Context: an optimization exercise on an open-source flow, tuned for small area. The choices shown serve that exercise and are no tape-out recipe.
The RTL was checked by simulation tests, not by an equivalence proof against the original design.
Power is estimated from default activity; no workload was simulated.

## flow/config.mk

```make
export PLATFORM = sky130hd
export DESIGN_NAME = snake
export DESIGN_NICKNAME = snake
export VERILOG_FILES = /design/flow/design.v
export SDC_FILE = /design/flow/constraint.sdc
export NUM_CORES = 4
export LEC_CHECK = 0
export CAP_MARGIN = 20
export CORE_MARGIN = 2
export CORE_UTILIZATION = 50
export GPL_TIMING_DRIVEN = 0
export SLEW_MARGIN = 20
```

## flow/constraint.sdc

```tcl
create_clock -name core_clock -period 40.0 [get_ports {clk}]
set_input_delay 8.0000 -clock core_clock [delete_from_list [all_inputs] [get_ports {clk}]]
set_output_delay 8.0000 -clock core_clock [all_outputs]
set_load 0.01 [all_outputs]
```

## flow/design.v

```verilog
`timescale 1ns / 1ps
module snake(
    input clk,
    input UP,
    input DOWN,
    input LEFT,
    input RIGHT,
    input in_rst,
    input switch_J15,
    input switch_M13,
    input rx,
    output O_hs,
    output O_vs,
    output reg po_flag,
    output [4:0] move_state,
    output reg [1:0] general_state,
    output reg flag_isdead,
    output [3:0] O_red,
    output [3:0] O_green,
    output [3:0] O_blue
);
localparam GS_START = 2'b00, GS_MENU = 2'b01, GS_READY = 2'b10, GS_GAME = 2'b11;
localparam D_HARD = 2'b00, D_MID = 2'b01, D_EASY = 2'b10;
localparam MS_STOP = 5'b00001, MS_UP = 5'b00010, MS_DOWN = 5'b00100,
           MS_LEFT = 5'b01000, MS_RIGHT = 5'b10000;
wire rst_n = ~in_rst;
localparam [9:0] KEY_S0 = 10'b1111100110, KEY_S998 = 10'b0111111111;
function [9:0] key_next;
    input [9:0] s;
    input key;
    begin
        key_next = key ? KEY_S0 : {s[8:0], ~(s[9] ^ s[6]) | (s == KEY_S998)};
    end
endfunction
reg [9:0] kc_u, kc_d, kc_l, kc_r;
reg up, down, left, right;
always @(posedge clk or negedge rst_n)
    if (!rst_n) begin
        kc_u <= KEY_S0; kc_d <= KEY_S0; kc_l <= KEY_S0; kc_r <= KEY_S0;
        up <= 0; down <= 0; left <= 0; right <= 0;
    end else begin
        kc_u <= key_next(kc_u, UP);
        kc_d <= key_next(kc_d, DOWN);
        kc_l <= key_next(kc_l, LEFT);
        kc_r <= key_next(kc_r, RIGHT);
        up    <= (kc_u == KEY_S998);
        down  <= (kc_d == KEY_S998);
        left  <= (kc_l == KEY_S998);
        right <= (kc_r == KEY_S998);
    end
reg rx_reg1, rx_reg2, rx_reg3, start_nedge, work_en;
reg [3:0] baud_cnt, bit_cnt;
reg [7:0] rx_data;
reg bt_up, bt_down, bt_left, bt_right;
wire bit_flag = (baud_cnt == 4'd8);
wire rx_flag = (baud_cnt == 4'd9) && (bit_cnt == 4'd0);
always @(posedge clk or negedge rst_n)
    if (!rst_n) begin
        rx_reg1 <= 1'b1; rx_reg2 <= 1'b1; rx_reg3 <= 1'b1;
        start_nedge <= 1'b0; work_en <= 1'b0;
        baud_cnt <= 4'd0; bit_cnt <= 4'd0; po_flag <= 1'b0;
    end else begin
        rx_reg1 <= rx;
        rx_reg2 <= rx_reg1;
        rx_reg3 <= rx_reg2;
        start_nedge <= ~rx_reg2 & rx_reg3;
        if (start_nedge)
            work_en <= 1'b1;
        else if (bit_cnt == 4'd8 && bit_flag)
            work_en <= 1'b0;
        baud_cnt <= work_en ? baud_cnt + 1'b1 : 4'd0;
        if (bit_flag)
            bit_cnt <= (bit_cnt == 4'd8) ? 4'd0 : bit_cnt + 1'b1;
        po_flag <= rx_flag;
    end
always @(posedge clk)
    if (bit_flag && bit_cnt != 4'd0 && bit_cnt <= 4'd8)
        rx_data <= {rx_reg3, rx_data[7:1]};
always @(posedge clk or negedge rst_n)
    if (!rst_n) begin
        bt_up <= 0; bt_down <= 0; bt_left <= 0; bt_right <= 0;
    end else if (po_flag) begin
        case (rx_data)
        8'h01: bt_up <= 1'b1;
        8'h02: bt_down <= 1'b1;
        8'h03: bt_left <= 1'b1;
        8'h04: bt_right <= 1'b1;
        8'hf1: bt_up <= 1'b0;
        8'hf2: bt_down <= 1'b0;
        8'hf3: bt_left <= 1'b0;
        8'hf4: bt_right <= 1'b0;
        default: begin bt_up <= 0; bt_down <= 0; bt_left <= 0; bt_right <= 0; end
        endcase
    end
reg [1:0] difficulty_state;
wire k_up    = up & ~down & ~left & ~right;
wire k_down  = ~up & down & ~left & ~right;
wire k_left  = ~up & ~down & left & ~right;
wire k_right = ~up & ~down & ~left & right;
always @(posedge clk or negedge rst_n)
    if (!rst_n)
        general_state <= GS_START;
    else case (general_state)
        GS_START: if (k_down) general_state <= GS_MENU;
                  else if (switch_J15) general_state <= GS_READY;
        GS_MENU:  if (k_up) general_state <= GS_START;
        GS_READY: if (k_right) general_state <= GS_GAME;
        GS_GAME:  if (switch_M13) general_state <= GS_READY;
    endcase
always @(posedge clk or negedge rst_n)
    if (!rst_n)
        difficulty_state <= D_EASY;
    else if (general_state == GS_MENU) case (difficulty_state)
        D_EASY: if (k_right) difficulty_state <= D_MID;
        D_MID:  if (k_left) difficulty_state <= D_EASY;
                else if (k_right) difficulty_state <= D_HARD;
        D_HARD: if (k_left) difficulty_state <= D_MID;
        default: ;
    endcase
wire b_up    = bt_up & ~bt_down & ~bt_left & ~bt_right;
wire b_down  = ~bt_up & bt_down & ~bt_left & ~bt_right;
wire b_left  = ~bt_up & ~bt_down & bt_left & ~bt_right;
wire b_right = ~bt_up & ~bt_down & ~bt_left & bt_right;
localparam M_STOP = 3'd0, M_UP = 3'd1, M_DOWN = 3'd2, M_LEFT = 3'd3, M_RIGHT = 3'd4;
reg [2:0] mv;
always @(posedge clk or negedge rst_n)
    if (!rst_n)
        mv <= M_STOP;
    else if (general_state == GS_READY || flag_isdead)
        mv <= M_STOP;
    else if (general_state == GS_GAME) case (mv)
        M_STOP:  mv <= b_right ? M_RIGHT : b_down ? M_DOWN : b_up ? M_UP : M_STOP;
        M_LEFT,
        M_RIGHT: if (b_down) mv <= M_DOWN; else if (b_up) mv <= M_UP;
        M_UP,
        M_DOWN:  if (b_right) mv <= M_RIGHT; else if (b_left) mv <= M_LEFT;
        default: mv <= M_STOP;
    endcase
assign move_state = {mv == M_RIGHT, mv == M_LEFT, mv == M_DOWN, mv == M_UP, mv == M_STOP};
reg [11:0] stay_cnt;
wire [11:0] step_load = (difficulty_state == D_EASY) ? 12'h1c3 :
                        (difficulty_state == D_MID)  ? 12'he77 : 12'h0de;
wire moving = (general_state == GS_GAME) && (mv != M_STOP);
wire step = moving && (stay_cnt == 12'd0);
always @(posedge clk)
    if (!moving || step)
        stay_cnt <= step_load;
    else
        stay_cnt <= {stay_cnt[10:0], ~(stay_cnt[11] ^ stay_cnt[10] ^ stay_cnt[9] ^ stay_cnt[3])};
reg [5:0] hx;             
reg [4:0] hy;             
reg [4:0] sx [1:19];
reg [4:0] sy [1:19];
reg [9:0] snake_length;
reg flag_food;
reg [4:0] food_x, food_y;
reg [4:0] rand_x, rand_y;
integer i;
wire in_ready = (general_state == GS_READY);
always @(posedge clk or negedge rst_n)
    if (!rst_n) begin
        hx <= 6'd17; hy <= 5'd10;
        sx[1] <= 5'd16; sy[1] <= 5'd10;
        sx[2] <= 5'd15; sy[2] <= 5'd10;
    end else if (in_ready) begin
        hx <= 6'd17; hy <= 5'd10;
        sx[1] <= 5'd16; sy[1] <= 5'd10;
        sx[2] <= 5'd15; sy[2] <= 5'd10;
    end else if (step) begin
        case (mv)
        M_RIGHT: hx <= hx + 1'b1;
        M_LEFT:  hx <= hx - 1'b1;
        M_UP:    hy <= hy - 1'b1;
        M_DOWN:  hy <= hy + 1'b1;
        default: ;
        endcase
        sx[1] <= hx[4:0]; sy[1] <= hy;
        sx[2] <= sx[1];   sy[2] <= sy[1];
    end
always @(posedge clk)
    if (in_ready) begin
        for (i = 3; i < 20; i = i + 1) begin sx[i] <= 5'd0; sy[i] <= 5'd0; end
    end else if (step) begin
        for (i = 3; i < 20; i = i + 1) begin sx[i] <= sx[i-1]; sy[i] <= sy[i-1]; end
    end
wire [19:0] drawn;
wire [19:0] alive_chk;
genvar g;
generate for (g = 0; g < 20; g = g + 1) begin : g_drawn
    if (g < 3) begin : g_lo
        assign drawn[g] = 1'b1;
        assign alive_chk[g] = 1'b1;
    end else if (g < 19) begin : g_mid
        assign drawn[g] = (snake_length >= g + 1);
        assign alive_chk[g] = drawn[g];
    end else begin : g_top
        assign drawn[g] = (snake_length == 10'd20);
        assign alive_chk[g] = (snake_length >= 10'd20);
    end
end endgenerate
always @(posedge clk or negedge rst_n)
    if (!rst_n)
        snake_length <= 10'd3;
    else if (in_ready)
        snake_length <= 10'd3;
    else if (flag_food)
        snake_length <= snake_length + 1'b1;
always @(posedge clk or negedge rst_n)
    if (!rst_n)
        flag_food <= 1'b0;
    else
        flag_food <= ({1'b0, food_x} == hx) && (food_y == hy) && (general_state == GS_GAME);
always @(posedge clk)
    if (flag_food || in_ready) begin
        food_x <= rand_x;
        food_y <= rand_y;
    end
wire head_zero = (hx == 6'd0) && (hy == 5'd0);
reg hit;
always @(*) begin
    hit = hx[5] || (hy > 5'd19);
    for (i = 2; i < 20; i = i + 2)
        if (alive_chk[i] && hx[4:0] == sx[i] && hy == sy[i]) hit = 1'b1;
    for (i = 3; i < 20; i = i + 2)
        if (alive_chk[i] && head_zero && sx[i] == 5'd0 && sy[i] == 5'd0) hit = 1'b1;
end
always @(posedge clk or negedge rst_n)
    if (!rst_n)
        flag_isdead <= 1'b0;
    else if (in_ready)
        flag_isdead <= 1'b0;
    else if (!flag_isdead)
        flag_isdead <= hit;
reg coincide;
always @(*) begin
    coincide = ({1'b0, rand_x} == hx) && (rand_y == hy);
    for (i = 1; i < 20; i = i + 1)
        if (drawn[i] && rand_x == sx[i] && rand_y == sy[i]) coincide = 1'b1;
end
always @(posedge clk or negedge rst_n)
    if (!rst_n) begin
        rand_x <= 5'd0; rand_y <= 5'd0;
    end else if (coincide) begin
        rand_x <= 5'd0; rand_y <= 5'd0;
    end else begin
        rand_x <= rand_x + 1'b1;
        if (rand_x == 5'd31)
            rand_y <= (rand_y == 5'd19) ? 5'd0 : rand_y + 1'b1;
    end
reg [5:0] col;
reg [4:0] hsub;
reg [4:0] row;
reg [4:0] vsub;
wire h_end = (col == 6'd32) && (hsub == 5'd15);       
always @(posedge clk or negedge rst_n)
    if (!rst_n) begin
        col <= 6'd32; hsub <= 5'd16;
    end else if (hsub == 5'd19) begin
        hsub <= 5'd0;
        col <= (col == 6'd39) ? 6'd0 : col + 1'b1;
    end else
        hsub <= hsub + 1'b1;
always @(posedge clk or negedge rst_n)
    if (!rst_n) begin
        row <= 5'd20; vsub <= 5'd10;
    end else if (row == 5'd20 && vsub == 5'd9)           
        vsub <= 5'd10;
    else if (h_end) begin
        if (row == 5'd21 && vsub == 5'd20) begin
            row <= 5'd0; vsub <= 5'd0;
        end else if (vsub == 5'd23) begin
            row <= row + 1'b1; vsub <= 5'd0;
        end else
            vsub <= vsub + 1'b1;
    end
assign O_hs = ~((col == 6'd32 && hsub >= 5'd16) || (col >= 6'd33 && col <= 6'd36) ||
                (col == 6'd37 && hsub < 5'd12));
assign O_vs = ~(row == 5'd20 && (vsub == 5'd10 || vsub == 5'd11));
wire active = ~col[5] && (row < 5'd20);
reg [19:0] hm, vm;
always @(*) begin
    hm[0] = (hx == col);
    vm[0] = (hy == row);
    for (i = 1; i < 20; i = i + 1) begin
        hm[i] = (sx[i] == col[4:0]);
        vm[i] = (sy[i] == row);
    end
end
wire h_any = |(hm & drawn);
wire v_any = |(vm & drawn);
wire [19:0] sq = hm & vm;
wire sq_green = sq[0] | sq[3] | sq[6] | sq[9]  | sq[12] | sq[15] | sq[18];
wire sq_blue  = sq[1] | sq[4] | sq[7] | sq[10] | sq[13] | sq[16] | sq[19];
wire sq_pink  = sq[2] | sq[5] | sq[8] | sq[11] | sq[14] | sq[17];
wire issnake = h_any & v_any;
wire isfood = (food_x == col[4:0]) && (food_y == row);
wire menu_band = (row == 5'd9 && vsub >= 5'd4) || (row == 5'd10 && vsub < 5'd20);
wire c_easy = (col == 6'd11 || col == 6'd12);
wire c_mid  = (col == 6'd15 || col == 6'd16);
wire c_hard = (col == 6'd19 || col == 6'd20);
wire c_sel  = (difficulty_state == D_EASY) ? c_easy :
              (difficulty_state == D_MID)  ? c_mid  :
              (difficulty_state == D_HARD) ? c_hard : 1'b0;
reg [2:0] rgb_n;
always @(*) begin
    rgb_n = 3'b000;
    if (active) case (general_state)
    GS_MENU:
        if (difficulty_state == 2'b11) rgb_n = 3'b000;
        else if (!menu_band) rgb_n = 3'b111;
        else if (c_sel) rgb_n = 3'b000;
        else if (c_easy || c_mid || c_hard) rgb_n = 3'b001;
        else rgb_n = 3'b111;
    GS_READY:
        rgb_n = (sq[0] | sq[1] | sq[2]) ? 3'b010 : 3'b111;
    GS_GAME:
        if (isfood) rgb_n = 3'b100;
        else if (issnake && sq_green) rgb_n = 3'b010;
        else if (issnake && sq_blue) rgb_n = 3'b001;
        else if (issnake && sq_pink) rgb_n = 3'b101;
        else rgb_n = 3'b111;
    default: rgb_n = 3'b000;
    endcase
end
reg [2:0] rgb;
always @(posedge clk or negedge rst_n)
    if (!rst_n)
        rgb <= 3'b000;
    else
        rgb <= rgb_n;
assign O_red   = {4{rgb[2]}};
assign O_green = {4{rgb[1]}};
assign O_blue  = {4{rgb[0]}};
endmodule
```

## flow/flow/run.sh

```bash
#!/bin/bash
# The standard ORFS layout with two changes:
#  - synthesis maps the combinational logic with an area-oriented ABC script
#    (flow/area.script); everything before ABC, flip-flop mapping included,
#    is the standard flow's synthesis script unchanged, so registers keep names and cells;
#  - clock tree synthesis uses larger sink clusters and no dummy loads.
# Each tool's output goes to the ORFS logs under orfs/logs; make's own output
# goes to orfs_make.log in this folder.
set -euo pipefail
WORK="$(cd "$(dirname "${BASH_SOURCE[0]}")/.." && pwd)"
cd "$WORK"
SCRIPT="$WORK/flow/area.script"

{
  cat <<TCL
proc abc {args} {
  set i [lsearch \$args -script]
  if {\$i >= 0} { set args [lreplace \$args [expr {\$i+1}] [expr {\$i+1}] {$SCRIPT}] }
  set j [lsearch \$args -D]
  if {\$j >= 0} { set args [lreplace \$args \$j [expr {\$j+1}]] }
  yosys abc {*}\$args
}
TCL
  cat "$WORK/synth_recipe.tcl"
} > "$WORK/area_synth.tcl"

sed "s|$WORK/synth_recipe.tcl|$WORK/area_synth.tcl|g" "$WORK/standard.sh" > "$WORK/area_standard.sh"
grep -q "area_synth.tcl" "$WORK/area_standard.sh"

export CTS_ARGS="$(cat "$WORK/flow/cts_args.txt")"
bash "$WORK/area_standard.sh" finish > "$WORK/orfs_make.log" 2>&1
test -f "$WORK/out/final.def"
```

## flow/flow/area.script

```
strash
dc2
dch -f
amap
strash
dch -f
amap
topo
```

## flow/flow/cts_args.txt

```
-sink_clustering_enable -repair_clock_nets -dont_use_dummy_load -buf_list {sky130_fd_sc_hd__clkbuf_16} -sink_clustering_size 25 -sink_clustering_max_diameter 100
```

## flow/standard.sh

```bash
#!/bin/bash
# synth_recipe.tcl (not shown) runs the flow's synth.tcl, then flattens the netlist and writes it again
# the make line also repeats each setting of config.mk as NAME=value (left out here)
make -C /OpenROAD-flow-scripts/flow DESIGN_CONFIG=/design/flow/config.mk WORK_HOME=/design/flow/orfs CLKGATE_MAP_FILE= SYNTH_SCRIPT=/design/flow/synth_recipe.tcl "${@:-finish}"
```

==> summary.txt, run 1 <==
- Setup Crit Path Kind: reg -> out
- First-pass GRT wire length: 118000 µm
- TritonCTS Buffers: 17
- HP Class: reg -> reg
- Pint: 0.566 mW
- Die width: 195 µm
- Top_reg_cell synth: dfxtp_1
- Post-Syn Area: 18200 µm²
- Cell mode on critical path: nor2_1
- Row cnt: 69
- Slew Limit Fails: 0
- Fill cells: 3300
- Max-slew headroom: 0.129
- Via count: 19900
- Gp weighted congestion: 1.03
- Max Root-Sink Buffers: 3
- Worst slack at placement: 27.80 ns
- Setup_tns: 0 ns
- Unrepaired setup endpoints after global routing: false
- Static leakage: 6.82 nW
- Crit path depth: 7
- Clk Latency, worst-skew pair: 0.56 ns
- Congestion Overflow GR: 0
- Crit path required time: 32.00 ns
- Final period utilization: 0.325
- Layout area overhead: 8.96%
- Fmax: 77.0 MHz
- Hold Path Stages: 0
- Crit path buf inv count: 2
- Sequential area share after synthesis: 0.434
- Worst Setup End Kind: output port
- Post-route clock skew: 0.0197 ns
- Reg power frac: 0.481
- HPWL Detailed: 49000 µm
- Initial Util: 0.509
- Final WL: 79400 µm
- Commonest non-fill, non-tap cell in the layout: o22ai_1
- DRT iter0 DRCs: 3858
- Critical-path cell with the highest stage delay: clkinv_1
- Psw: 0.369 mW
- Combinational power share: 0.312
- Peak VDD IR: 0.0381 mV
- CP max FO: 27
- Number of synthesized register bits: 346
- Ys async rst share: 0.422
- CTS hold repair buffers: 0
- Syn Area/Cell: 8.83 µm²
- # DRC: 0
- Die height: 195 µm
- Max-Cap Viols: 0
- Ys Warns: 3
- Cells along the critical path: clkinv_1, ha_1, nor2_1, nor2_1, a41oi_1, o32a_1, clkdlybuf4s50_1
- Root Buffer: clkbuf_16
- Top Ports: 32
- Reg2Reg Depth: 12
- Total core area: 35700 µm²
- Largest net degree at the start of global routing: 80
- Final Hold Viols: 0
- Post-CTS Resized: 0
- Avg Vias per Cell: 7.72
- Die Footprint: 37900 µm²
- Finish-stage setup viols: 0
- Antenna Cells: 0
- CTS tree: built
- Router iterations before antenna repair: 9
- Crit path launch type: register
- Initial antenna violation count: 2
- Clock share of power: 0.207
- Slew @ Worst Pin: 1.30 ns
- Tmin final: 12.98 ns
- Post-synth EDFFs: 18
- Post-DRT Antenna Nets: 0
- Worst path top cell family by delay: buffers and inverters
- WP data arrival: 4.98 ns
- Final Util: 0.555
- Number of cells after detailed placement: 2559
- Count of nets after finishing: 2173
- Gate Count Post-Synth: 2059
- Fraction of final layout cells with drive strength greater than 1: 0.0576
- Slowest stage delay, CP: 1.36 ns
- TritonCTS Sinks: 346
- Htree depth: 1
- Status: timing/DRC/antenna clean
- Syn_nets: 2112
- Sw frac: 0.395
- Power Density: 47.2 nW/µm²
- IO Port Bufs: 31
- Post-route insts no fill: 2579
- Final worst setup slack: 27.02 ns
- Reg clk slew, reported paths: 0.10 ns
- Routed length per instance: 30.8 µm
- Post-CTS setup buffers: 0
- Vias in the first global route: 18800
- Netlist cell types: 53
- Total track usage: 0.406
- Commonest non-fill, non-tap cells in the layout: 498 x o22ai_1, 302 x clkinv_1, 182 x dfxtp_1
-- cells in the mapped netlist, types with 3 or more instances --
master / n / area (µm²)
buf_4: 9 / 67.6
o22a_1: 13 / 114
nor3_1: 57 / 285
nor2b_1: 21 / 131
o2111ai_1: 12 / 105
nand2_1: 54 / 203
clkinv_1: 313 / 1170
a221o_1: 6 / 60.1
a311oi_1: 3 / 26.3
nand3_1: 33 / 165
o211ai_1: 5 / 37.5
o31ai_1: 6 / 45.0
a2111oi_0: 15 / 131
nor4_1: 64 / 400
nand4_1: 38 / 238
o221ai_1: 35 / 307
ha_1: 42 / 526
a222oi_1: 54 / 541
a22oi_1: 29 / 218
nor2_1: 122 / 458
a31oi_1: 7 / 43.8
dfrtp_1: 93 / 2330
a21oi_1: 43 / 215
a221oi_1: 61 / 534
o21bai_1: 4 / 30.0
edfxtp_1: 18 / 541
o22ai_1: 498 / 3120
or4_1: 9 / 67.6
dfxtp_1: 182 / 3640
dfstp_2: 53 / 1390
o32ai_1: 7 / 61.3
and3_1: 7 / 43.8
o21ai_0: 60 / 300
o21a_1: 4 / 30.0
a211oi_1: 21 / 158
or2_0: 36 / 225
-- worst reg2reg max path, delay by kind of cell, from the launching register on --
kind	cells	cell delay, ns
compound gates	6	1.84
simple gates	5	1.42
buf+inv	1	1.28
flops	1	0.96
-- final cells by class --
class,count,area [µm²],share of cell area
Clock buffer,17,425,0.0215
Inverter,313,1190,0.0600
Multi-Input combinational cell,1391,9070,0.457
Timing Repair Buffer,42,571,0.0288
Sequential cell,346,7930,0.400
Tap cell,461,577,0.0291
Buffer,9,67.6,0.00341
-- logic make-up (layout without fill, tap and decap cells) --
logic type                 after synthesis  after routing  synth area share
and+or+nand+nor                        452            452             0.126
AOI/OAI and AO/OA                      895            895             0.340
DFF                                    346            346             0.434
adders and majority gates               44             44            0.0311
buffers and inverters                  322            381            0.0683
-- sequential cells by signal, indices dropped and copies added, names as in the netlist, 6 cells and up --
signal,flops
stay_cnt,12
sx,95
kc_l,10
kc_d,10
hx,6
rx_data,8
kc_r,10
kc_u,10
sy,95
col,6
snake_length,10
-- path summary, 6_finish.rpt --
path / from / endpoint / slack [ns]
max: col[0] / O_hs / 27.02
min: rx_reg1 / rx_reg2 / 0.36
max reg2reg: rand_x[3] / rand_y[0] / 34.40
min reg2reg: rx_reg1 / rx_reg2 / 0.36
max in group asynchronous: in_rst / kc_u[7] / 31.26
min in group asynchronous: in_rst / baud_cnt[1] / 7.88
-- routing by layer --
metal | up-vias | GRT usage | wire (µm)
li1 | 8472 | - | -
met5 | - | 0 | 21
met2 | 1625 | 0.596 | 32600
met1 | 9335 | 0.524 | 29600
met4 | 4 | 0.241 | 6110
met3 | 461 | 0.127 | 11100
-- per-stage QoR --
| stage | area, µm² | power, mW | hold WS, ns |
|---|---|---|---|
| 4_1_cts | 19700 | 0.913 | 0.364 |
| 3_3_place_gp | 19100 | 0.714 | 0.347 |
| 3_5_place_dp | 19300 | 0.724 | 0.349 |
| 6_report | 19800 | 0.936 | 0.362 |
| 2_1_floorplan | 18200 | 0.597 | 0.345 |
| 5_1_grt | 19800 | 0.966 | 0.365 |
-- power by group through the flow --
stage                     Clock [mW]  Combinational (mW)  Sequential, mW
final                          0.194               0.292           0.450
after global routing           0.207               0.311           0.448
after CTS                      0.195               0.277           0.442
after detailed placement           0               0.275           0.449
after global placement             0               0.267           0.447
after floorplan                    0               0.181           0.416
==> run 2, diff against run 1 <==
--- a/flow/flow/run.sh
+++ b/flow/flow/run.sh
@@ -5,3 +5,4 @@
 #    is the standard flow's synthesis script unchanged, so registers keep names and cells;
-#  - clock tree synthesis uses larger sink clusters and no dummy loads.
+#  - clock tree synthesis uses larger sink clusters and no dummy loads;
+#  - every port still gets its own buffer, a buf_1.
 # Each tool's output goes to the ORFS logs under orfs/logs; make's own output
@@ -30,2 +31,3 @@
 export CTS_ARGS="$(cat "$WORK/flow/cts_args.txt")"
+export BUFFER_PORTS_ARGS="-buffer_cell sky130_fd_sc_hd__buf_1"
 bash "$WORK/area_standard.sh" finish > "$WORK/orfs_make.log" 2>&1
==> summary.txt, run 2 <==
- Avg Vias per Cell: 7.68
- Post-synth EDFFs: 18
- Max-Cap Viols: 0
- Sequential area share after synthesis: 0.434
- Max-slew headroom: 0.140
- Biggest regs: sx x95, sy x95, stay_cnt x12
- Synth area leader: dfxtp_1
- Die height: 195 µm
- CP max FO: 21
- CTS hold repair buffers: 0
- Gp weighted congestion: 1.02
- Commonest non-fill, non-tap cells in the layout: 498 x o22ai_1, 301 x clkinv_1, 182 x dfxtp_1
- Cells along the critical path: clkinv_1, ha_1, nor2_1, nor2_1, a41oi_1, o32a_1, buf_1
- HPWL Detailed: 49400 µm
- Final period utilization: 0.287
- Setup Crit Path Kind: reg -> out
- Finish-stage setup viols: 0
- Vias in the first global route: 18800
- Top cells by count, synth: 498 x o22ai_1, 313 x clkinv_1, 182 x dfxtp_1
- Netlist cell types: 53
- Layout area overhead: 8.18%
- Slowest stage delay, CP: 0.84 ns
- Cell mode on critical path: nor2_1
- Post-CTS setup buffers: 0
- Router iterations before antenna repair: 9
- Critical-path cell with the highest stage delay: dfrtp_2
- Setup_tns: 0 ns
- DRT iter0 DRCs: 3451
- Routed length per instance: 30.6 µm
- Htree depth: 1
- Peak VDD IR: 0.0379 mV
- Die width: 195 µm
- Worst Setup End Kind: output port
- Top Ports: 32
- HP Class: reg -> reg
- Final Hold Viols: 0
- First-pass GRT wire length: 117000 µm
- Slew Limit Fails: 0
- Design area: 19700 µm²
- Total track usage: 0.405
- Syn Area/Cell: 8.83 µm²
- CTS tree: built
- Final worst setup slack: 28.52 ns
- Commonest non-fill, non-tap cell in the layout: o22ai_1
- WP data arrival: 3.48 ns
- Via count: 19800
- Post-DRT Antenna Nets: 0
- Yosys top cell area share: 0.200
- Syn_nets: 2112
- Max Root-Sink Buffers: 3
- Top_reg_cell synth: dfxtp_1
- Ys Warns: 3
- Total core area: 35700 µm²
- Count of nets after finishing: 2176
- Gate Count Post-Synth: 2059
- Fraction of final layout cells with drive strength greater than 1: 0.0603
- Row cnt: 69
- Crit path launch type: register
- Sequential Area: 7930 µm²
- Crit path buf inv count: 2
- Reg clk slew, reported paths: 0.10 ns
- Most instantiated library cell after synthesis: o22ai_1
- Congestion Overflow GR: 0
- IO Port Bufs: 31
- Largest net degree at the start of global routing: 81
- # DRC: 0
- Worst path top cell family by delay: buffers and inverters
- Worst slack at placement: 28.16 ns
- Top cells by area, synth: dfxtp_1 20%, o22ai_1 17%, dfrtp_1 13%
- Post-route clock skew: 0.0300 ns
- Multi-input gate area: 9070 µm²
- Power Density: 46.8 nW/µm²
- Tmin final: 11.48 ns
- Die Footprint: 37900 µm²
- Clk Latency, worst-skew pair: 0.55 ns
- Final WL: 79100 µm
- Status: timing/DRC/antenna clean
- Crit path required time: 32.00 ns
- TritonCTS Sinks: 346
- Root Buffer: clkbuf_16
- Static leakage: 6.77 nW
- Fmax: 87.1 MHz
- Initial antenna violation count: 0
- TritonCTS Buffers: 17
- Placed instance area: 19200 µm²
- Ys async rst share: 0.422
- Fill cells: 3335
- Slew @ Worst Pin: 1.29 ns
- Post-Syn Area: 18200 µm²
- Unrepaired setup endpoints after global routing: false
- Initial Util: 0.509
- Number of synthesized register bits: 346
- Post-CTS Resized: 0
[run 2: through the flow]
step / cells / util / total power, mW / hold slack (ns)
after global placement: 2551 / 0.528 / 0.703 / 0.349
after floorplan: 2059 / - / 0.597 / 0.345
after detailed placement: 2563 / 0.537 / 0.713 / 0.353
final: 2583 / 0.551 / 0.921 / 0.364
after CTS: 2580 / 0.549 / 0.904 / 0.367
after global routing: 2582 / 0.551 / 0.950 / 0.368
[run 2: layout make-up]
cell class,count,area share
clock buffers,17,0.0216
repair buffers,45,0.0213
diodes,1,0.000127
well taps,461,0.0293
multi-input cells,1391,0.461
flip-flops and latches,346,0.403
inverters,313,0.0605
plain buffers,9,0.00343
[run 2: cell families after synthesis]
logic type	Yosys count	share of synthesized area
buffers and inverters	322	0.0683
flip-flops	346	0.434
AND/OR/NAND/NOR	452	0.126
adder cells (fa/ha/maj)	44	0.0311
AO/OA/AOI/OAI	895	0.340
[run 2: worst paths after layout]
path | startpoint | to | slack [ns] | cells past startpoint
max | col[1] | O_hs | 28.52 | 7
min reg2reg | rx_reg1 | rx_reg2 | 0.36 | 0
max reg2reg | rand_x[3] | rand_y[2] | 34.37 | 12
min in group asynchronous | in_rst | baud_cnt[1] | 7.53 | 2
min | rx_reg1 | rx_reg2 | 0.36 | 0
max in group asynchronous | in_rst | hsub[4] | 31.61 | 3
[run 2: routing by layer]
layer  wire (µm)  global-route usage  up-vias  part of all wire
met3       11000               0.120      465              0.14
met5           0                   0        -                 0
met4        6470               0.286        0             0.082
met1       29000               0.513     9260              0.37
li1            -                   -     8447                 -
met2       32600               0.592     1662              0.41
[run 2: where the power goes]
part | total (mW) | leakage [nW] | internal (mW) | switching (mW)
registers | 0.449 | 3.38 | 0.378 | 0.0708
clock network | 0.196 | 0.210 | 0.0769 | 0.119
logic | 0.276 | 3.18 | 0.0977 | 0.179
total | 0.921 | 6.77 | 0.553 | 0.368
==> run 3, diff against run 2 <==
--- a/flow/config.mk
+++ b/flow/config.mk
@@ -7,3 +7,3 @@
 export LEC_CHECK = 0
-export CAP_MARGIN = 20
+export CAP_MARGIN = 5
 export CORE_MARGIN = 2
@@ -11,2 +11,2 @@
 export GPL_TIMING_DRIVEN = 0
-export SLEW_MARGIN = 20
+export SLEW_MARGIN = 5
==> summary.txt, run 3 <==
- Static leakage: 6.75 nW
- Router iterations before antenna repair: 12
- Tmin final: 12.77 ns
- Count of nets after finishing: 2173
- Gp weighted congestion: 1.02
- RR Startpoint: rand_y[2]
- Fill cells: 3337
- Worst slack at placement: 28.08 ns
- Sequential area share after synthesis: 0.434
- Initial Util: 0.509
- Die width: 195 µm
- Total core area: 35700 µm²
- Routed length per instance: 30.6 µm
- Post-route clock skew: 0.0342 ns
- Top Ports: 32
- Setup_tns: 0 ns
- Post-DRT Antenna Nets: 0
- Reg clk slew, reported paths: 0.10 ns
- Biggest regs: sx x95, sy x95, stay_cnt x12
- # DRC: 0
- Root Buffer: clkbuf_16
- CP max FO: 28
- CTS tree: built
- Final worst setup slack: 27.23 ns
- WP data arrival: 4.77 ns
- Largest net degree at the start of global routing: 86
- Unrepaired setup endpoints after global routing: false
- Worst hold margin: 0.364 ns
- Hold Path Stages: 0
- Avg Vias per Cell: 7.69
- Design area: 19600 µm²
- Max-Cap Viols: 6
- Setup Crit Path Kind: reg -> out
- TritonCTS Buffers: 17
- Ys Warns: 3
- Number of synthesized register bits: 346
- Netlist cell types: 53
- Syn_nets: 2112
- Fraction of final layout cells with drive strength greater than 1: 0.0477
- IO Port Bufs: 31
- Max Root-Sink Buffers: 3
- Synth area leader: dfxtp_1
- First-pass GRT wire length: 118000 µm
- Clk Latency, worst-skew pair: 0.57 ns
- Reg2Reg Depth: 15
- Peak VDD IR: 0.0487 mV
- Most instantiated library cell after synthesis: o22ai_1
- Final Hold Viols: 0
- Slew @ Worst Pin: 1.53 ns
- Syn Area/Cell: 8.83 µm²
- HP Class: reg -> reg
- CTS hold repair buffers: 0
- Ys async rst share: 0.422
- Fmax: 78.3 MHz
- Total track usage: 0.406
- Power Density: 47.0 nW/µm²
- Post-route insts no fill: 2582
- Number of cells after detailed placement: 2559
- Post-CTS setup buffers: 0
- Reg2Reg Capture Point: rand_y[2]
- Die Footprint: 37900 µm²
- Initial antenna violation count: 0
- Worst Setup End Kind: output port
- Top cells by count, synth: 498 x o22ai_1, 313 x clkinv_1, 182 x dfxtp_1
- Max-slew headroom: -0.0220
- Final Util: 0.548
- Commonest non-fill, non-tap cell in the layout: o22ai_1
- Placed instance area: 19100 µm²
- Top_reg_cell synth: dfxtp_1
- Crit path from: col[1]
- Slew Limit Fails: 78
- Crit path required time: 32.00 ns
- Finish-stage setup viols: 0
- Tot Pwr: 0.922 mW
- Post-CTS Resized: 0
- Commonest non-fill, non-tap cells in the layout: 498 x o22ai_1, 310 x clkinv_1, 182 x dfxtp_1
- Final WL: 79000 µm
- TritonCTS Sinks: 346
- HPWL Detailed: 48900 µm
- Crit path launch type: register
- Die height: 195 µm
- Row cnt: 69
- FF-to-FF setup slack: 33.70 ns
- Hold Path Sink: rx_reg2
- Via count: 19900
- Congestion Overflow GR: 0
- DRT iter0 DRCs: 3594
- Vias in the first global route: 18900
- Final period utilization: 0.319
- Layout area overhead: 7.77%
- Top cells by area, synth: dfxtp_1 20%, o22ai_1 17%, dfrtp_1 13%
- Post-synth EDFFs: 18
- Htree depth: 1
- Hold_sp: rx_reg1
- Violated checks: max-capacitance violations, max-slew violations
- Status: failed layout checks
- Yosys top cell area share: 0.200
- Gate Count Post-Synth: 2059
- Post-Syn Area: 18200 µm²
-- run 3: cell counts after synthesis --
No cell type changed its count.
-- run 3: layer usage --
layer / vias to the layer above / GRT usage / routed length (µm)
met1: 9275 / 0.517 / 29100
met2: 1667 / 0.601 / 32900
met3: 479 / 0.121 / 10800
li1: 8442 / - / -
met5: - / 0.0102 / 37
met4: 2 / 0.261 / 6190
-- run 3: how the worst max path moves through the flow --
stage	to	slack [ns]	cells past startpoint
detailed placement	O_hs	28.08	7
floorplan	baud_cnt[0]	29.48	1
CTS	O_hs	27.49	7
global route	O_hs	27.21	7
finish	O_hs	27.23	7
global placement	O_vs	28.02	6
-- run 3: worst max-delay path, stage by stage (launching register included) --
cell and delay [ns]:
dfrtp_1 1.25, clkinv_1 1.46, ha_1 0.71, nor2_1 0.11, nor2_1 0.09, a41oi_1 0.20, o32a_1 0.22, buf_1 0.19
-- run 3: layout make-up --
cell class / count / area, µm² / area share
flip-flops and latches: 346 / 7910 / 0.403
clock buffers: 17 / 425 / 0.0217
plain buffers: 9 / 67.6 / 0.00345
diodes: 3 / 7.51 / 0.000383
well taps: 461 / 577 / 0.0294
repair buffers: 42 / 372 / 0.0190
multi-input cells: 1391 / 9070 / 0.462
inverters: 313 / 1180 / 0.0602
-- run 3: logic make-up (layout without fill, tap and decap cells) --
| family | count (synthesis) | count (layout) | synth area share |
|---|---|---|---|
| simple gates | 452 | 452 | 0.126 |
| flops | 346 | 346 | 0.434 |
| buf+inv | 322 | 381 | 0.0683 |
| fa+ha+maj | 44 | 44 | 0.0311 |
| compound gates | 895 | 895 | 0.340 |
| other cells | 0 | 3 | 0 |
-- run 3: power by group --
group	total, mW	switching (mW)	leakage, nW	internal [mW]
Clock	0.194	0.117	0.210	0.0769
Sequential	0.443	0.0649	3.40	0.378
Combinational	0.285	0.185	3.14	0.100
==> run 4, diff against run 3 <==
--- a/flow/flow/run.sh
+++ b/flow/flow/run.sh
@@ -5,4 +5,3 @@
 #    is the standard flow's synthesis script unchanged, so registers keep names and cells;
-#  - clock tree synthesis uses larger sink clusters and no dummy loads;
-#  - every port still gets its own buffer, a buf_1.
+#  - clock tree synthesis uses larger sink clusters and no dummy loads.
 # Each tool's output goes to the ORFS logs under orfs/logs; make's own output
@@ -31,3 +30,2 @@
 export CTS_ARGS="$(cat "$WORK/flow/cts_args.txt")"
-export BUFFER_PORTS_ARGS="-buffer_cell sky130_fd_sc_hd__buf_1"
 bash "$WORK/area_standard.sh" finish > "$WORK/orfs_make.log" 2>&1
==> flow/flow/cts_args.txt (replaced) <==
-sink_clustering_enable -repair_clock_nets -dont_use_dummy_load -buf_list {sky130_fd_sc_hd__clkbuf_8 sky130_fd_sc_hd__clkbuf_16} -sink_clustering_size 20 -sink_clustering_max_diameter 80
--- a/flow/config.mk
+++ b/flow/config.mk
@@ -7,6 +7,5 @@
 export LEC_CHECK = 0
-export CAP_MARGIN = 5
+export CAP_MARGIN = 20
 export CORE_MARGIN = 2
 export CORE_UTILIZATION = 50
-export GPL_TIMING_DRIVEN = 0
-export SLEW_MARGIN = 5
+export SLEW_MARGIN = 20
==> summary.txt, run 4 <==
- Biggest regs: sx x95, sy x95, stay_cnt x12
- Initial antenna violation count: 2
- Slew Limit Fails: 0
- Worst slack at placement: 28.91 ns
- Via count: 20400
- Fill cells: 3355
- Status: timing/DRC/antenna clean
- Static leakage: 7.05 nW
- Die Footprint: 37900 µm²
- Avg Vias per Cell: 7.74
- Final Hold Viols: 0
- First-pass GRT wire length: 121000 µm
- CTS tree: built
- Post-DRT Antenna Nets: 0
- HPWL Detailed: 51700 µm
- Synth area leader: dfxtp_1
- Syn Area/Cell: 8.83 µm²
- Max Root-Sink Buffers: 3
- Finish-stage setup viols: 0
- Gate Count Post-Synth: 2059
- Final WL: 80800 µm
- Reg clk slew, reported paths: 0.09 ns
- # DRC: 0
- Total track usage: 0.418
- Post-route insts no fill: 2629
- Post-CTS Resized: 0
- Post-CTS setup buffers: 0
- Final worst setup slack: 28.12 ns
- Pint: 0.591 mW
- Commonest non-fill, non-tap cells in the layout: 498 x o22ai_1, 312 x clkinv_1, 182 x dfxtp_1
- Netlist cell types: 53
- WP data arrival: 3.88 ns
- IO Port Bufs: 31
- Power Density: 48.2 nW/µm²
- Fraction of final layout cells with drive strength greater than 1: 0.0656
- CP max FO: 26
- Combinational power share: 0.350
- Layout area overhead: 10.5%
- Max-slew headroom: 0.136
- Post-route clock skew: 0.0437 ns
- Setup Crit Path Kind: reg -> out
- Setup_tns: 0 ns
- Commonest non-fill, non-tap cell in the layout: o22ai_1
- Number of cells after detailed placement: 2602
- Max-Cap Viols: 0
- Post-synth EDFFs: 18
- Top cells by area, synth: dfxtp_1 20%, o22ai_1 17%, dfrtp_1 13%
- Top cells by count, synth: 498 x o22ai_1, 313 x clkinv_1, 182 x dfxtp_1
- Root Buffer: clkbuf_16
- Reg power frac: 0.414
- Die height: 195 µm
- Ys async rst share: 0.422
- Psw: 0.377 mW
- Clock share of power: 0.236
- Router iterations before antenna repair: 11
- Gp weighted congestion: 1.03
- Top_reg_cell synth: dfxtp_1
- Unrepaired setup endpoints after global routing: false
- Most instantiated library cell after synthesis: o22ai_1
- CTS hold repair buffers: 0
- Routed length per instance: 30.8 µm
- DRT iter0 DRCs: 3808
- Sw frac: 0.389
- Vias in the first global route: 19300
- Largest net degree at the start of global routing: 85
- Final period utilization: 0.297
- Peak VDD IR: 0.0458 mV
- Htree depth: 1
- Sequential area share after synthesis: 0.434
- Count of nets after finishing: 2221
- Tot Pwr: 0.968 mW
- TritonCTS Sinks: 346
- Congestion Overflow GR: 0
- Final Util: 0.562
- Initial Util: 0.509
- Fmax: 84.2 MHz
- Clk Latency, worst-skew pair: 0.58 ns
- Tmin final: 11.88 ns
- Top Ports: 32
- Post-Syn Area: 18200 µm²
- Syn_nets: 2112
- TritonCTS Buffers: 24
- Number of synthesized register bits: 346
- Slew @ Worst Pin: 1.26 ns
- Crit path required time: 32.00 ns
- HP Class: reg -> reg
- Yosys top cell area share: 0.200
- Total core area: 35700 µm²
- Ys Warns: 3
- Worst Setup End Kind: output port
- Row cnt: 69
- Die width: 195 µm
- Crit path launch type: register
[run 4: cell counts after synthesis]
Identical to the previous run, type by type.
[run 4: cell families after synthesis]
group	synth area share
buffers and inverters	0.0683
adders and majority gates	0.0311
and+or+nand+nor	0.126
DFF	0.434
AOI/OAI and AO/OA	0.340
[run 4: per-stage QoR]
stage	hold slack (ns)	instance area, µm²
after floorplan	0.345	18200
final	0.366	20100
after global placement	0.354	19500
after detailed placement	0.352	19500
after global routing	0.373	20100
after CTS	0.367	20100
[run 4: area by class of cell]
| cell class | count | area (µm²) | share of cell area |
|---|---|---|---|
| Antenna cell | 2 | 5.00 | 0.000249 |
| Clock buffer | 24 | 601 | 0.0299 |
| Inverter | 313 | 1180 | 0.0587 |
| Multi-Input combinational cell | 1391 | 9060 | 0.451 |
| Sequential cell | 346 | 7900 | 0.393 |
| Tap cell | 461 | 577 | 0.0287 |
| Timing Repair Buffer | 92 | 766 | 0.0381 |
[run 4: critical path, cell delays in order, from the launching register on]
cell and delay [ns]:
dfrtp_1 0.33, buf_4 0.39, clkinv_1 1.07, ha_1 0.60, nand2_1 0.08, nor4_1 0.06, o21ai_0 0.16, clkdlybuf4s50_1 0.61
[run 4: per-layer routing]
metal	vias to the layer above	wire, µm	global-route usage
li1	8565	-	-
met1	9447	29700	0.529
met2	1791	33100	0.619
met3	556	11900	0.149
met4	0	6250	0.241
met5	-	0	0
[run 4: power groups by stage]
stage          Sequential [mW]  Combinational, mW  Clock, mW
2_1_floorplan            0.416              0.181          0
3_3_place_gp             0.405              0.314          0
6_report                 0.401              0.339      0.229
3_5_place_dp             0.406              0.318          0
5_1_grt                  0.404              0.353      0.242
4_1_cts                  0.399              0.319      0.230
[run 4: path summary, 6_finish.rpt]
| kind | startpoint | endpoint | slack [ns] | cells after the start |
|---|---|---|---|---|
| worst min register to register | rx_reg1 | rx_reg2 | 0.37 | 0 |
| worst max register to register | snake_length[8] | rand_y[0] | 34.46 | 16 |
| worst min-delay path | rx_reg1 | rx_reg2 | 0.37 | 0 |
| min in group asynchronous | in_rst | bit_cnt[0] | 7.94 | 2 |
| worst max-delay path | row[1] | O_vs | 28.12 | 7 |
| max in group asynchronous | in_rst | vsub[4] | 30.76 | 3 |
==> run 5, diff against run 4 <==
--- a/flow/design.v
+++ b/flow/design.v
@@ -28,6 +28,8 @@
 function [9:0] key_next;
-    input [9:0] s;
+    input [9:0] r;
     input key;
+    reg [9:0] s;
     begin
-        key_next = key ? KEY_S0 : {s[8:0], ~(s[9] ^ s[6]) | (s == KEY_S998)};
+        s = r ^ KEY_S0;
+        key_next = key ? 10'd0 : {s[8:0], ~(s[9] ^ s[6]) | (s == KEY_S998)} ^ KEY_S0;
     end
@@ -38,3 +40,3 @@
     if (!rst_n) begin
-        kc_u <= KEY_S0; kc_d <= KEY_S0; kc_l <= KEY_S0; kc_r <= KEY_S0;
+        kc_u <= 10'd0; kc_d <= 10'd0; kc_l <= 10'd0; kc_r <= 10'd0;
         up <= 0; down <= 0; left <= 0; right <= 0;
@@ -45,6 +47,6 @@
         kc_r <= key_next(kc_r, RIGHT);
-        up    <= (kc_u == KEY_S998);
-        down  <= (kc_d == KEY_S998);
-        left  <= (kc_l == KEY_S998);
-        right <= (kc_r == KEY_S998);
+        up    <= (kc_u == (KEY_S998 ^ KEY_S0));
+        down  <= (kc_d == (KEY_S998 ^ KEY_S0));
+        left  <= (kc_l == (KEY_S998 ^ KEY_S0));
+        right <= (kc_r == (KEY_S998 ^ KEY_S0));
     end
--- a/flow/flow/run.sh
+++ b/flow/flow/run.sh
@@ -5,3 +5,4 @@
 #    is the standard flow's synthesis script unchanged, so registers keep names and cells;
-#  - clock tree synthesis uses larger sink clusters and no dummy loads.
+#  - clock tree synthesis uses larger sink clusters and no dummy loads;
+#  - every port still gets its own buffer, a buf_1.
 # Each tool's output goes to the ORFS logs under orfs/logs; make's own output
@@ -30,2 +31,3 @@
 export CTS_ARGS="$(cat "$WORK/flow/cts_args.txt")"
+export BUFFER_PORTS_ARGS="-buffer_cell sky130_fd_sc_hd__buf_1"
 bash "$WORK/area_standard.sh" finish > "$WORK/orfs_make.log" 2>&1
==> flow/flow/cts_args.txt (replaced) <==
-sink_clustering_enable -repair_clock_nets -dont_use_dummy_load -buf_list {sky130_fd_sc_hd__clkbuf_16} -sink_clustering_size 30 -sink_clustering_max_diameter 80
--- a/flow/config.mk
+++ b/flow/config.mk
@@ -9,3 +9,5 @@
 export CORE_MARGIN = 2
-export CORE_UTILIZATION = 50
+export CORE_UTILIZATION = 65
+export GPL_TIMING_DRIVEN = 0
+export PLACE_DENSITY = 0.75
 export SLEW_MARGIN = 20
==> summary.txt, run 5 <==
- Largest net degree at the start of global routing: 80
- Worst hold margin: 0.366 ns
- Multi-input gate area: 9090 µm²
- Setup Crit Path Kind: reg -> out
- Router iterations before antenna repair: 14
- CTS tree: built
- Gp weighted congestion: 1.04
- Synth area leader: dfxtp_1
- Slew Limit Fails: 0
- Total core area: 27600 µm²
- Top cells by count, synth: 522 x o22ai_1, 316 x clkinv_1, 182 x dfxtp_1
- Max-slew headroom: 0.0801
- Post-CTS Resized: 0
- Slew @ Worst Pin: 1.38 ns
- Status: timing/DRC/antenna clean
- Total track usage: 0.506
- Static leakage: 6.86 nW
- Most instantiated library cell after synthesis: o22ai_1
- Netlist cell types: 56
- First-pass GRT wire length: 112000 µm
- Peak VDD IR: 0.0378 mV
- Tmin final: 11.94 ns
- Count of nets after finishing: 2207
- Final period utilization: 0.298
- Layout area overhead: 7.32%
- Gate Count Post-Synth: 2092
- Post-DRT Antenna Nets: 0
- Routed length per instance: 29.9 µm
- DRT iter0 DRCs: 5033
- Crit path required time: 32.00 ns
- Post-Syn Area: 18200 µm²
- TritonCTS Buffers: 17
- Row cnt: 61
- Top cells by area, synth: dfxtp_1 20%, o22ai_1 18%, dfrtp_1 17%
- Crit path launch type: register
- Die height: 171 µm
- Max-Cap Viols: 0
- CP max FO: 33
- Via count: 20600
- Power Density: 47.0 nW/µm²
- Die Footprint: 29300 µm²
- Commonest non-fill, non-tap cell in the layout: o22ai_1
- Vias in the first global route: 19000
- Sequential Area: 7890 µm²
- Biggest regs: sx x95, sy x95, stay_cnt x12
- Top_reg_cell synth: dfxtp_1
- Congestion Overflow GR: 0
- Initial Util: 0.658
- Fill cells: 2231
- Final Hold Viols: 0
- Clk Latency, worst-skew pair: 0.52 ns
- # DRC: 0
- Syn_nets: 2145
- Antenna Cells: 0
- Finish-stage setup viols: 0
- Worst Setup End Kind: output port
- WP data arrival: 3.94 ns
- Ys Warns: 3
- Post-synth EDFFs: 18
- Unrepaired setup endpoints after global routing: false
- Number of synthesized register bits: 346
- TritonCTS Sinks: 346
- Ys async rst share: 0.422
- Syn Area/Cell: 8.69 µm²
- Reg clk slew, reported paths: 0.11 ns
- Commonest non-fill, non-tap cells in the layout: 522 x o22ai_1, 308 x clkinv_1, 182 x dfxtp_1
- Setup_tns: 0 ns
- Yosys top cell area share: 0.200
- Sequential area share after synthesis: 0.433
- Fraction of final layout cells with drive strength greater than 1: 0.0423
- Die width: 171 µm
- Top Ports: 32
- IO Port Bufs: 31
- Max Root-Sink Buffers: 3
- Avg Vias per Cell: 8.12
- HP Class: reg -> reg
- Fmax: 83.8 MHz
- Post-CTS setup buffers: 0
- Root Buffer: clkbuf_16
- Htree depth: 1
- HPWL Detailed: 46100 µm
- CTS hold repair buffers: 0
- Final WL: 75600 µm
- Initial antenna violation count: 3
- Post-route clock skew: 0.0494 ns
## run 5: cell types whose count changed in the layout (fill, tap and decap cells not counted), sizes merged, moves of 10 or more
cell and change:
nor3 +11, nor4 -11, dfstp -28, nand2 +22
nand4 -15, or2 -31, o21ai -17, nand3 +10
nor2 +36, o22ai +24, a222oi -15, clkdlybuf4s50 -31
dfrtp +28
## run 5: power breakdown
part	switching [mW]	total, mW	internal, mW	leakage, nW
Clock	0.114	0.191	0.0769	0.209
Combinational	0.183	0.271	0.0880	3.19
Sequential	0.0779	0.454	0.377	3.46
Total	0.375	0.917	0.541	6.86
## run 5: stage by stage
stage / area [µm²] / instances / setup slack (ns) / power, mW / util
floorplan: 18200 / 2092 / 29.45 / 0.583 / -
global placement: 18800 / 2501 / 28.31 / 0.682 / 0.679
detailed placement: 19000 / 2509 / 28.72 / 0.702 / 0.687
CTS: 19400 / 2526 / 28.10 / 0.885 / 0.702
global route: 19500 / 2530 / 28.15 / 0.935 / 0.706
finish: 19500 / 2530 / 28.06 / 0.917 / 0.706
## run 5: worst paths after layout
kind | cells after the start | end | from | slack (ns)
hold / removal | 0 | rx_reg3 | rx_reg2 | 0.37
setup / recovery | 5 | O_hs | col[0] | 28.06
min in group asynchronous | 2 | baud_cnt[0] | in_rst | 7.56
setup reg to reg | 12 | rand_x[3] | rand_y[3] | 34.23
hold reg to reg | 0 | rx_reg3 | rx_reg2 | 0.37
max in group asynchronous | 3 | difficulty_state[1] | in_rst | 31.59
## run 5: area by class of cell
class / count / share of cell area
Inverter: 316 / 0.0612
Buffer: 9 / 0.00346
Timing Repair Buffer: 43 / 0.0193
Tap cell: 378 / 0.0242
Clock buffer: 17 / 0.0218
Sequential cell: 346 / 0.404
Multi-Input combinational cell: 1421 / 0.466
## run 5: routing by layer
| layer | track usage | wire (µm) | vias to the layer above |
|---|---|---|---|
| met5 | 0 | 26 | - |
| met4 | 0.345 | 7280 | 4 |
| met3 | 0.220 | 13400 | 682 |
| met2 | 0.700 | 29300 | 2083 |
| met1 | 0.634 | 25500 | 9282 |
| li1 | - | - | 8502 |
## run 5: cells by family (layout without fill, tap and decap cells)
group,after synthesis,count (layout),synth area share
flip-flops,346,346,0.433
adder cells (fa/ha/maj),44,44,0.0311
AND/OR/NAND/NOR,488,488,0.130
XOR/XNOR,1,1,0.000482
AO/OA/AOI/OAI,888,888,0.336
buffers and inverters,325,385,0.0690
## run 5: worst max-delay path, cell delays in order, from the launching register on
cell	delay, ns
dfrtp_1	1.19
clkinv_2	0.99
ha_1	0.59
a32oi_1	0.22
a31o_1	0.20
buf_1	0.17
==> run 6, diff against run 5 <==
==> flow/flow/cts_args.txt (replaced) <==
-sink_clustering_enable -repair_clock_nets -dont_use_dummy_load -buf_list {sky130_fd_sc_hd__clkbuf_16} -sink_clustering_size 22 -sink_clustering_max_diameter 90
--- a/flow/config.mk
+++ b/flow/config.mk
@@ -9,5 +9,4 @@
 export CORE_MARGIN = 2
-export CORE_UTILIZATION = 65
+export CORE_UTILIZATION = 50
 export GPL_TIMING_DRIVEN = 0
-export PLACE_DENSITY = 0.75
 export SLEW_MARGIN = 20
==> summary.txt, run 6 <==
- Status: timing/DRC/antenna clean
- Initial Util: 0.510
- Worst Setup End Kind: output port
- Post-CTS setup buffers: 0
- Tot Pwr: 0.931 mW
- Netlist cell types: 56
- Top cells by area, synth: dfxtp_1 20%, o22ai_1 18%, dfrtp_1 17%
- Slew @ Worst Pin: 1.33 ns
- Final period utilization: 0.295
- Commonest non-fill, non-tap cell in the layout: o22ai_1
- Worst path top cell family by delay: buffers and inverters
- Sw frac: 0.406
- Crit path from: col[1]
- Syn_nets: 2145
- RR Startpoint: hy[4]
- Sequential area share after synthesis: 0.433
- Die width: 195 µm
- Ys Warns: 3
- Root Buffer: clkbuf_16
- Largest net degree at the start of global routing: 70
- Crit path launch type: register
- Number of cells after detailed placement: 2595
- Worst hold margin: 0.360 ns
- Crit path buf inv count: 2
- Max-Cap Viols: 0
- Avg Vias per Cell: 7.61
- Slowest stage delay, CP: 1.12 ns
- Fraction of final layout cells with drive strength greater than 1: 0.0464
- Count of nets after finishing: 2208
- Yosys top cell area share: 0.200
- Synth area leader: dfxtp_1
- Psw: 0.378 mW
- Initial antenna violation count: 0
- Vias in the first global route: 18600
- Congestion Overflow GR: 0
- Biggest regs: sx x95, sy x95, stay_cnt x12
- Final worst setup slack: 28.19 ns
- Router iterations before antenna repair: 9
- Most instantiated library cell after synthesis: o22ai_1
- Layout area overhead: 8.31%
- Tmin final: 11.81 ns
- Total core area: 35700 µm²
- Top Ports: 32
- IO Port Bufs: 31
- CTS hold repair buffers: 0
- Combinational power share: 0.299
- HPWL Detailed: 49400 µm
- CTS tree: built
- Post-Syn Area: 18200 µm²
- Post-CTS Resized: 0
- Critical-path cell with the highest stage delay: dfrtp_1
- Pint: 0.553 mW
- Reg clk slew, reported paths: 0.09 ns
- Final WL: 79000 µm
- HP Class: reg -> reg
- Ys async rst share: 0.422
- Fmax: 84.7 MHz
- First-pass GRT wire length: 117000 µm
- Finish-stage setup viols: 0
- Max Root-Sink Buffers: 3
- Peak VDD IR: 0.0435 mV
- Antenna Cells: 0
- WP data arrival: 3.81 ns
- Number of synthesized register bits: 346
- Die Footprint: 37900 µm²
- Clk Latency, worst-skew pair: 0.56 ns
- Via count: 19900
- Worst slack at placement: 29.02 ns
- Fill cells: 3316
- Commonest non-fill, non-tap cells in the layout: 522 x o22ai_1, 302 x clkinv_1, 182 x dfxtp_1
- Unrepaired setup endpoints after global routing: false
- Post-synth EDFFs: 18
- TritonCTS Buffers: 19
- # DRC: 0
- Gate Count Post-Synth: 2092
- Top cells by count, synth: 522 x o22ai_1, 316 x clkinv_1, 182 x dfxtp_1
- Setup Crit Path Kind: reg -> out
- Htree depth: 1
- Crit path required time: 32.00 ns
- DRT iter0 DRCs: 3398
- Post-route insts no fill: 2614
- TritonCTS Sinks: 346
- Static leakage: 6.88 nW
- Max-slew headroom: 0.110
- Syn Area/Cell: 8.69 µm²
- Total track usage: 0.406
- Slew Limit Fails: 0
- Row cnt: 69
- CP max FO: 33
- Post-route clock skew: 0.0267 ns
- Hold_sp: rx_reg1
- Clock share of power: 0.219
- Top_reg_cell synth: dfxtp_1
- Final Hold Viols: 0
- Gp weighted congestion: 0.998
- Cells along the critical path: clkinv_2, ha_1, nand2b_1, a32oi_1, a31o_1, buf_1
- Post-DRT Antenna Nets: 0
- Setup_tns: 0 ns
- Reg power frac: 0.482
- Power Density: 47.3 nW/µm²
- Die height: 195 µm
- Routed length per instance: 30.2 µm
run 6: cell counts after synthesis:
No cell type changed its count.
run 6: per-layer routing:
metal / wire, µm / GRT usage / vias up
li1: - / - / 8535
met1: 29600 / 0.531 / 9328
met2: 31900 / 0.584 / 1590
met3: 11300 / 0.125 / 448
met4: 6190 / 0.255 / 0
met5: 0 / 0 / -
run 6: layout make-up:
type,instances,area (µm²),share of cell area
Buffer,9,67.6,0.00343
Clock buffer,19,475,0.0241
Inverter,316,1200,0.0611
Multi-Input combinational cell,1421,9090,0.462
Sequential cell,346,7890,0.401
Tap cell,461,577,0.0293
Timing Repair Buffer,42,384,0.0195
run 6: per-stage QoR:
step                      cell area, µm²   util
after CTS                          19700  0.552
after detailed placement           19200  0.539
final                              19700  0.552
after global routing               19700  0.552
after floorplan                    18200      -
after global placement             18900  0.529
run 6: worst paths after layout:
path / end / cells after the start / slack, ns
max reg2reg: rand_y[0] / 12 / 34.69
max: O_hs / 6 / 28.19
min in group asynchronous: bt_up / 2 / 7.44
max in group asynchronous: row[2] / 3 / 31.86
min: rx_reg2 / 0 / 0.36
min reg2reg: rx_reg2 / 0 / 0.36
run 6: cells by family after synthesis:
family	share of synthesized area
flops	0.433
buf+inv	0.0690
xor+xnor	0.000482
simple gates	0.130
fa+ha+maj	0.0311
compound gates	0.336
run 6: power by group through the flow:
stage / Sequential, mW / Clock [mW] / Combinational (mW)
after global routing: 0.446 / 0.217 / 0.294
after detailed placement: 0.448 / 0 / 0.265
after CTS: 0.441 / 0.207 / 0.266
after global placement: 0.451 / 0 / 0.243
after floorplan: 0.416 / 0 / 0.167
final: 0.448 / 0.204 / 0.278
run 6: worst register-to-register path: cells and delay by family (launching register included):
family | cells | cell delay, ns
flip-flops | 1 | 1.18
AND/OR/NAND/NOR | 4 | 0.60
buffers and inverters | 2 | 1.50
AO/OA/AOI/OAI | 6 | 1.89
==> run 7, diff against run 6 <==
==> flow/flow/cts_args.txt (replaced) <==
-sink_clustering_enable -repair_clock_nets -dont_use_dummy_load -buf_list {sky130_fd_sc_hd__clkbuf_16} -sink_clustering_size 25 -sink_clustering_max_diameter 100
==> summary.txt, run 7 <==
- Crit path launch type: register
- Netlist cell types: 56
- Initial Util: 0.510
- Top cells by area, synth: dfxtp_1 20%, o22ai_1 18%, dfrtp_1 17%
- Post-synth EDFFs: 18
- Synth area leader: dfxtp_1
- Syn_nets: 2145
- Final worst setup slack: 28.25 ns
- Reg power frac: 0.488
- Adder-Cell Fraction of Synth Area: 0.0311
- Setup Crit Path Kind: reg -> out
- Hold Path Stages: 0
- Top Ports: 32
- Vias in the first global route: 18600
- Final WL: 78800 µm
- Syn Area/Cell: 8.69 µm²
- FF-to-FF setup slack: 34.54 ns
- Via count: 19900
- Setup_tns: 0 ns
- Post-Synth XOR/XNOR Area: 0.000482
- CTS tree: built
- Commonest non-fill, non-tap cells in the layout: 522 x o22ai_1, 303 x clkinv_1, 182 x dfxtp_1
- RR Startpoint: rand_y[1]
- TritonCTS Buffers: 17
- Fmax: 85.1 MHz
- Max-slew headroom: 0.119
- Routed length per instance: 30.2 µm
- CP max FO: 33
- Post-DRT Antenna Nets: 0
- Commonest non-fill, non-tap cell in the layout: o22ai_1
- CTS hold repair buffers: 0
- Post-CTS setup buffers: 0
- Router iterations before antenna repair: 11
- TritonCTS Sinks: 346
- Combinational family with the most area after synthesis: compound AO/OA/AOI/OAI gates
- First-pass GRT wire length: 117000 µm
- Compound-Gate Fraction of Synth Area: 0.336
- Most instantiated library cell after synthesis: o22ai_1
- Final Hold Viols: 0
- Die Footprint: 37900 µm²
- Hold Path Sink: rx_reg2
- Gate Count Post-Synth: 2092
- Top_reg_cell synth: dfxtp_1
- Die height: 195 µm
- Worst Setup End Kind: output port
- Die width: 195 µm
- Gp weighted congestion: 0.998
- Slew @ Worst Pin: 1.32 ns
- Unrepaired setup endpoints after global routing: false
- Post-CTS Resized: 0
- Clock share of power: 0.211
- Slew Limit Fails: 0
- Reg clk slew, reported paths: 0.09 ns
- Max Root-Sink Buffers: 3
- Clk Latency, worst-skew pair: 0.56 ns
- Final period utilization: 0.294
- Peak VDD IR: 0.0422 mV
- Pint: 0.544 mW
- HPWL Detailed: 49400 µm
- Layout area overhead: 8.03%
- # DRC: 0
- Combinational power share: 0.301
- Congestion Overflow GR: 0
- Avg Vias per Cell: 7.61
- HP Class: reg -> reg
- Largest net degree at the start of global routing: 70
- Status: timing/DRC/antenna clean
- Htree depth: 1
- Sequential area share after synthesis: 0.433
- Number of synthesized register bits: 346
- Power Density: 46.7 nW/µm²
- WP data arrival: 3.75 ns
- DRT iter0 DRCs: 3333
- Biggest regs: sx x95, sy x95, stay_cnt x12
- Finish-stage setup viols: 0
- Root Buffer: clkbuf_16
- Fraction of final layout cells with drive strength greater than 1: 0.0451
- Fill cells: 3317
- Post-Syn Area: 18200 µm²
- Yosys top cell area share: 0.200
- Row cnt: 69
- Max-Cap Viols: 0
- Reg2Reg Depth: 13
- Ys async rst share: 0.422
- Final Util: 0.551
- Mux cell area share after synthesis: 0
- Synth Area in Simple Gates: 0.130
- Post-route clock skew: 0.0322 ns
- Antenna Cells: 0
- Tmin final: 11.75 ns
- Count of nets after finishing: 2206
- Sw frac: 0.407
- Total core area: 35700 µm²
- Reg2Reg Capture Point: rand_y[0]
- Psw: 0.374 mW
- Total track usage: 0.407
- Worst slack at placement: 29.02 ns
- Top cells by count, synth: 522 x o22ai_1, 316 x clkinv_1, 182 x dfxtp_1
- Tot Pwr: 0.918 mW
- Crit path required time: 32.00 ns
- Static leakage: 6.85 nW
- Hold_sp: rx_reg1
- Ys Warns: 3
- Initial antenna violation count: 0
- IO Port Bufs: 31
==> run 7: cell type report <==
type | instances | area (µm²) | area share
sequential | 346 | 7890 | 0.402
tap | 461 | 577 | 0.0294
inverter | 316 | 1200 | 0.0613
clock buffer | 17 | 425 | 0.0217
buffer | 9 | 67.6 | 0.00344
multi-input combinational | 1421 | 9090 | 0.463
timing repair buffer | 42 | 384 | 0.0196
==> run 7: through the flow <==
step / area (µm²) / std cells / hold WS, ns
3_5_place_dp: 19200 / 2595 / 0.350
3_3_place_gp: 18900 / 2584 / 0.349
5_1_grt: 19600 / 2612 / 0.365
4_1_cts: 19600 / 2612 / 0.364
6_report: 19600 / 2612 / 0.361
2_1_floorplan: 18200 / 2092 / 0.345
==> run 7: critical path: stages, from the launching register on <==
cell and delay (ns):
dfrtp_1 1.09, clkinv_2 0.94, ha_1 0.50, nand2b_1 0.15
a32oi_1 0.16, a31o_1 0.20, buf_1 0.16
==> run 7: cell families after synthesis <==
group / count (synthesis)
compound gates: 888
simple gates: 488
fa+ha+maj: 44
buf+inv: 325
flops: 346
xor+xnor: 1
==> run 7: worst max-delay path by stage <==
stage                     startpoint          end
after floorplan               in_rst  baud_cnt[0]
after global placement        in_rst       row[3]
after detailed placement      col[0]         O_hs
after CTS                     col[0]         O_hs
after global routing          col[1]         O_hs
final                         col[1]         O_hs
==> run 7: routing by layer <==
layer / up-vias / global-route usage / routed length, µm
li1: 8522 / - / -
met3: 408 / 0.119 / 11000
met1: 9373 / 0.533 / 29500
met4: 2 / 0.258 / 5850
met5: - / 0.00766 / 36
met2: 1576 / 0.588 / 32500
==> run 7: power groups by stage <==
stage	logic (mW)	clock network (mW)	registers [mW]
after global routing	0.293	0.207	0.446
final	0.276	0.194	0.448
after global placement	0.243	0	0.451
after floorplan	0.167	0	0.416
after detailed placement	0.265	0	0.448
after CTS	0.266	0.197	0.441

afterwards: timing with drivers on the ports:
In the flow no input, the clock included, has a driving cell. The finished layouts below were timed again as built, in two steps.
Step 1: set_driving_cell puts a clkbuf_16 on clk and a buf_2 on each other input, an assumption about the parent block.
Step 2 moves the port delays by t, midway between the first and last clock arrival at a register: inputs arrive t later, outputs are due t later. That takes back most of the time a late clock gives input paths.
a / b / c = ideal ports / drivers / drivers and shift; a / b = the first two.
run | shift t [ns] | setup WS [ns] | worst setup path at the end | slew at the worst register clock pin (ns)
run 1 | 0.603 | 27.016 / 26.960 / 27.562 | register to output | 0.11 / 0.11
run 2 | 0.595 | 28.523 / 28.467 / 29.062 | register to output | 0.12 / 0.12
run 3 | 0.602 | 27.231 / 27.175 / 27.777 | register to output | 0.12 / 0.12
run 4 | 0.623 | 28.124 / 28.065 / 28.687 | register to output | 0.09 / 0.09
run 5 | 0.571 | 28.061 / 28.005 / 28.576 | register to output | 0.12 / 0.12
run 6 | 0.599 | 28.195 / 28.139 / 28.738 | register to output | 0.11 / 0.11
run 7 | 0.605 | 28.246 / 28.186 / 28.790 | register to output | 0.12 / 0.12
